What follows belongs to an exercise in optimizing a design on an open flow for small area and a short achievable clock period; a production flow would make more cautious choices. In this exercise RTL edits were held to simulation tests only and were not proved equivalent to the original.

### flow/design.v
`timescale 1ns / 1ps
module CalcDeterminant(clk, reset, MatrixIn, determinant);
input clk, reset; 
input [287:0] MatrixIn; 
output reg [31:0] determinant; 
reg [31:0] X; 
reg [31:0] Y; 
reg [31:0] Z; 
always @(posedge reset, posedge clk) begin 
    if (reset) begin 
        determinant <= 16'b0;
    end 
    else begin  
    X <= MatrixIn[287:256]*((MatrixIn[159:128]*MatrixIn[31:0])- (MatrixIn[63:32]*MatrixIn[127:96]));
    Y <= MatrixIn[255:224]*((MatrixIn[191:160]*MatrixIn[31:0])-(MatrixIn[95:64]*MatrixIn[127:96]));
    Z <= MatrixIn[223:192]*((MatrixIn[191:160]*MatrixIn[63:32])-(MatrixIn[95:64]*MatrixIn[159:128]));
    determinant <= X-Y+Z;
    end
 end 
endmodule
`timescale 1ns / 1ps
module DeterminantTopModule(clk, reset, SW, LED,
                             E00, E01, E02, 
                             E10, E11, E12, 
                             E20, E21, E22, 
                             determinant);
input clk, reset; 
input [2:0] SW; 
input [31:0] E00, E01, E02, 
             E10, E11, E12, 
             E20, E21, E22;
output  wire  [15:0] LED;
output wire [31:0] determinant;
CalcDeterminant one (.clk (clk), .reset(reset), .MatrixIn({E00, E01, E02, E10, E11, E12, E20, E21,E22}), 
                     .determinant(determinant));
assign LED = E02[15:0];
endmodule
### flow/run.sh
#!/bin/bash
# synth_recipe.tcl (not shown) runs the flow's synth.tcl, then flattens the netlist and writes it again
# the make line also repeats each setting of config.mk as NAME=value (left out here)
make -C /OpenROAD-flow-scripts/flow DESIGN_CONFIG=/design/flow/config.mk WORK_HOME=/design/flow/orfs CLKGATE_MAP_FILE= SYNTH_SCRIPT=/design/flow/synth_recipe.tcl finish
### flow/config.mk
export PLATFORM = sky130hd
export DESIGN_NAME = DeterminantTopModule
export DESIGN_NICKNAME = DeterminantTopModule
export VERILOG_FILES = /design/flow/design.v
export SDC_FILE = /design/flow/constraint.sdc
export NUM_CORES = 4
export LEC_CHECK = 0
export CAP_MARGIN = 20
export CORE_MARGIN = 2
export CORE_UTILIZATION = 40
export SLEW_MARGIN = 20
### flow/constraint.sdc
create_clock -name core_clock -period 24.0 [get_ports {clk}]
set_input_delay 4.8000 -clock core_clock [delete_from_list [all_inputs] [get_ports {clk}]]
set_output_delay 4.8000 -clock core_clock [all_outputs]
set_load 0.01 [all_outputs]
==> summary.txt <==
vias=between 100k and 150k; antenna-violating nets left=0; Worst Skew=14.96 ps; post-route cell area=between 0.15 and 0.2 mm2; die area=0.3813 mm2; FFs w/ async S/R, synth=0.2500; WL final=471,200 um; GP Congestion=0.9613; CTS sink cnt=128; Placed Cells=between 20,000 and 25,000; flops & latches, synth=128; final setup vio count=0; CTS tree=done; Post-CTS Setup Bufs=0; Yosys top cell area share=0.5167; post-placement cell area=0.1596 mm2; most frequent cell after synthesis=inv_1; post-synthesis sequential area ratio=0.02446; vias per cell=5.011; io pins=around 340; vias in the first global route=118,100; f_max=approximately 44 MHz; Die X-Extent=617.5 um; CP max-delay cell=buf_2; first-pass GRT wire length=733,200 um; Root Buffer Master=clkbuf_16; main area contributors after synthesis=fa_1, inv_1, ha_1, and2_1, nand2_1; outcome=no timing/DRC/antenna violations; Avg Synthesized Cell Area=between 9 and 10 um2; DIE HEIGHT=617.5 um; # hold bufs at CTS=0; Clock Path Buffers=2; Ys Warns=1; input/output buffers=between 300 and 400; clock latency on the worst-skew pair=450 ps; critical path class=primary input to flip-flop; GR Overflow Total=0; Final period util=0.9483; Clock Pin Slew Worst Setup and Hold Paths=around 80 ps; DP Wirelength=386,600 um; worst endpoint required time=24,180 ps; initial antenna violation count=between 60 and 70; Yosys top cell by area=fa_1; cell row count=225; Pre-Repair DR Iteration Count=6; path type of the worst min-delay path=flip-flop to flip-flop; number of max-cap violations=0; Syn-to-layout area delta=6.520%; # fillers=37,210; H-Tree Depth=4; minimum clock period=22,760 ps; Final Hold Vio Count=0; RSZ-0062 raised after global routing=no; drt wl/cell=21.92 um; Layout Cells excl Fill=21,500; drt drc=0; slew of the pin with the lowest slew margin=between 1000 and 1500 ps; Max Transition Viols Final=0; Syn Std Cell Area=about 0.15 mm2; top post-synthesis cells by count=inv_1, fa_1, nand2_1, and2_1, ha_1; layout cells sized above 1=0.03530; GRT Util Overall=0.2569; Max FO, Critical Path=34; Post-CTS Resized=0; Yosys cell types=67; largest net degree at the start of global routing=71; CP startpoint kind=primary input; Slew headroom=0.1791; Primary FF master, synth=edfxtp_1; CP arrival=22,940 ps; core outline area=~0.38 mm2; syn_nets=22,010; number of CTS-inserted buffers=17; Setup WS pre-CTS=927.3 ps; Worst Slack Setup Final=1240 ps; Fin Setup TNS=0 ps; Initial Util=0.4012; cells after synthesis=~17,000; Setup crit end kind=flip-flop; most used cell along the critical path=xnor2_1; Final #Nets=~22,000; Post-synth EDFFs=between 90 and 100; Starting DRT DRC Count=7,428; CP max stage delay=730 ps
-- cells in the final DEF, fill, tap and decap left out, types with 13 or more instances in the layout --
cell                n
inv_1            4267
fa_1             3886
nand2_1          2503
and2_1           2215
ha_1             1235
xnor2_1           571
buf_4             387
clkdlybuf4s50_1   238
a21oi_1           117
xor2_1            112
nor2_1             99
edfxtp_1           96
buf_2              94
nand2b_1           85
nor3_1             55
o21ai_0            50
diode_2            47
nor2b_1            38
o21bai_1           36
nand3_1            35
dfrtp_1            32
a21o_1             29
o21a_1             27
xnor2_2            24
clkbuf_16          19
or3_1              16
a211oi_1           15
buf_12             13
-- per-stage QoR --
stage	utilization	hold WS, ps
final	0.4274	786.5
after floorplan	-	456.5
after global placement	0.4253	786.4
after CTS	0.4270	791.7
after global routing	0.4273	792.7
after detailed placement	0.4253	773.3
-- final timing paths --
check                                    from                       endpoint  slack [ps]  depth (start not counted)
max                                    E20[5]            one.Y[31]$_DFFE_PN_        1240                         62
min                        one.Z[0]$_DFFE_PN_   one.determinant[0]$_DFF_PP0_         790                          1
max reg2reg                one.Z[1]$_DFFE_PN_  one.determinant[28]$_DFF_PP0_       17820                         23
min reg2reg                one.Z[0]$_DFFE_PN_   one.determinant[0]$_DFF_PP0_         790                          1
max in group asynchronous               reset  one.determinant[31]$_DFF_PP0_       18850                          2
min in group asynchronous               reset  one.determinant[20]$_DFF_PP0_        4780                          2
-- per-layer routing --
layer,GRT usage,up-vias,part of all wire
met1,0.3282,56310,0.39
met5,0,-,0.00048
met4,0.1319,34,0.065
met3,0.04673,904,0.079
li1,-,46460,-
met2,0.4175,4018,0.46
-- critical path: cells and delay by family --
| family | cells | cell delay [ps] |
|---|---|---|
| adders and majority gates | 19 | 8360 |
| xor gates and xnor gates | 21 | 4560 |
| AOI/OAI and AO/OA | 12 | 3190 |
| buffers and inverters | 8 | 1530 |
| and+or+nand+nor | 2 | 430 |
-- layout make-up --
cell class	count	area, um2	area share
Clock inverter	13	152.6	0.0009517
Timing Repair Buffer	733	6023	0.03755
Inverter	4268	16030	0.09992
Tap cell	4994	6248	0.03896
Sequential cell	128	3684	0.02297
Clock buffer	19	475.5	0.002964
Multi-Input combinational cell	11300	127700	0.7960
Antenna cell	47	117.6	0.0007333
-- state kept, by name (all words and copies together), names as in the netlist --
register,flops
one.determinant,32
one.X,32
one.Y,32
one.Z,32
-- kinds of logic (layout without fill, tap and decap cells) --
logic type      count (synthesis)  after routing  share of synthesized area
other cells                     0             47                          0
buf+inv                      5172           5033                     0.1293
flops                         128            128                    0.02446
fa+ha+maj                    5123           5123                     0.6195
simple gates                 5079           5079                     0.1672
xor+xnor                      724            724                    0.04327
compound gates                369            369                    0.01625
mux                             1              1                 0.00006648

-- port drivers added, routing unchanged --
How much do the figures lean on ideal ports? The routed layout below was timed once more, with nothing changed but the port constraints. Step 1 assumes that a clkbuf_16 drives the clock port and a buf_2 every other input. Step 2 adds t to the input delays and takes it off the output delays; t is the mean of the earliest and latest rising clock arrival at the registers after step 1. Input paths then give back, and output paths get back, about the clock's delay inside the block. a / b / c = ideal / step 1 / step 2; a / b = the first two.
shift t [ns]: 0.496
setup WS [ns]: 1.240 / 1.135 / 0.639
worst register clock-pin slew, ns: 0.08 / 0.08
After both steps setup and hold are still met in this run. For this run, drivers alone change the setup slack by -0.105 ns; drivers and shift together by -0.601 ns.
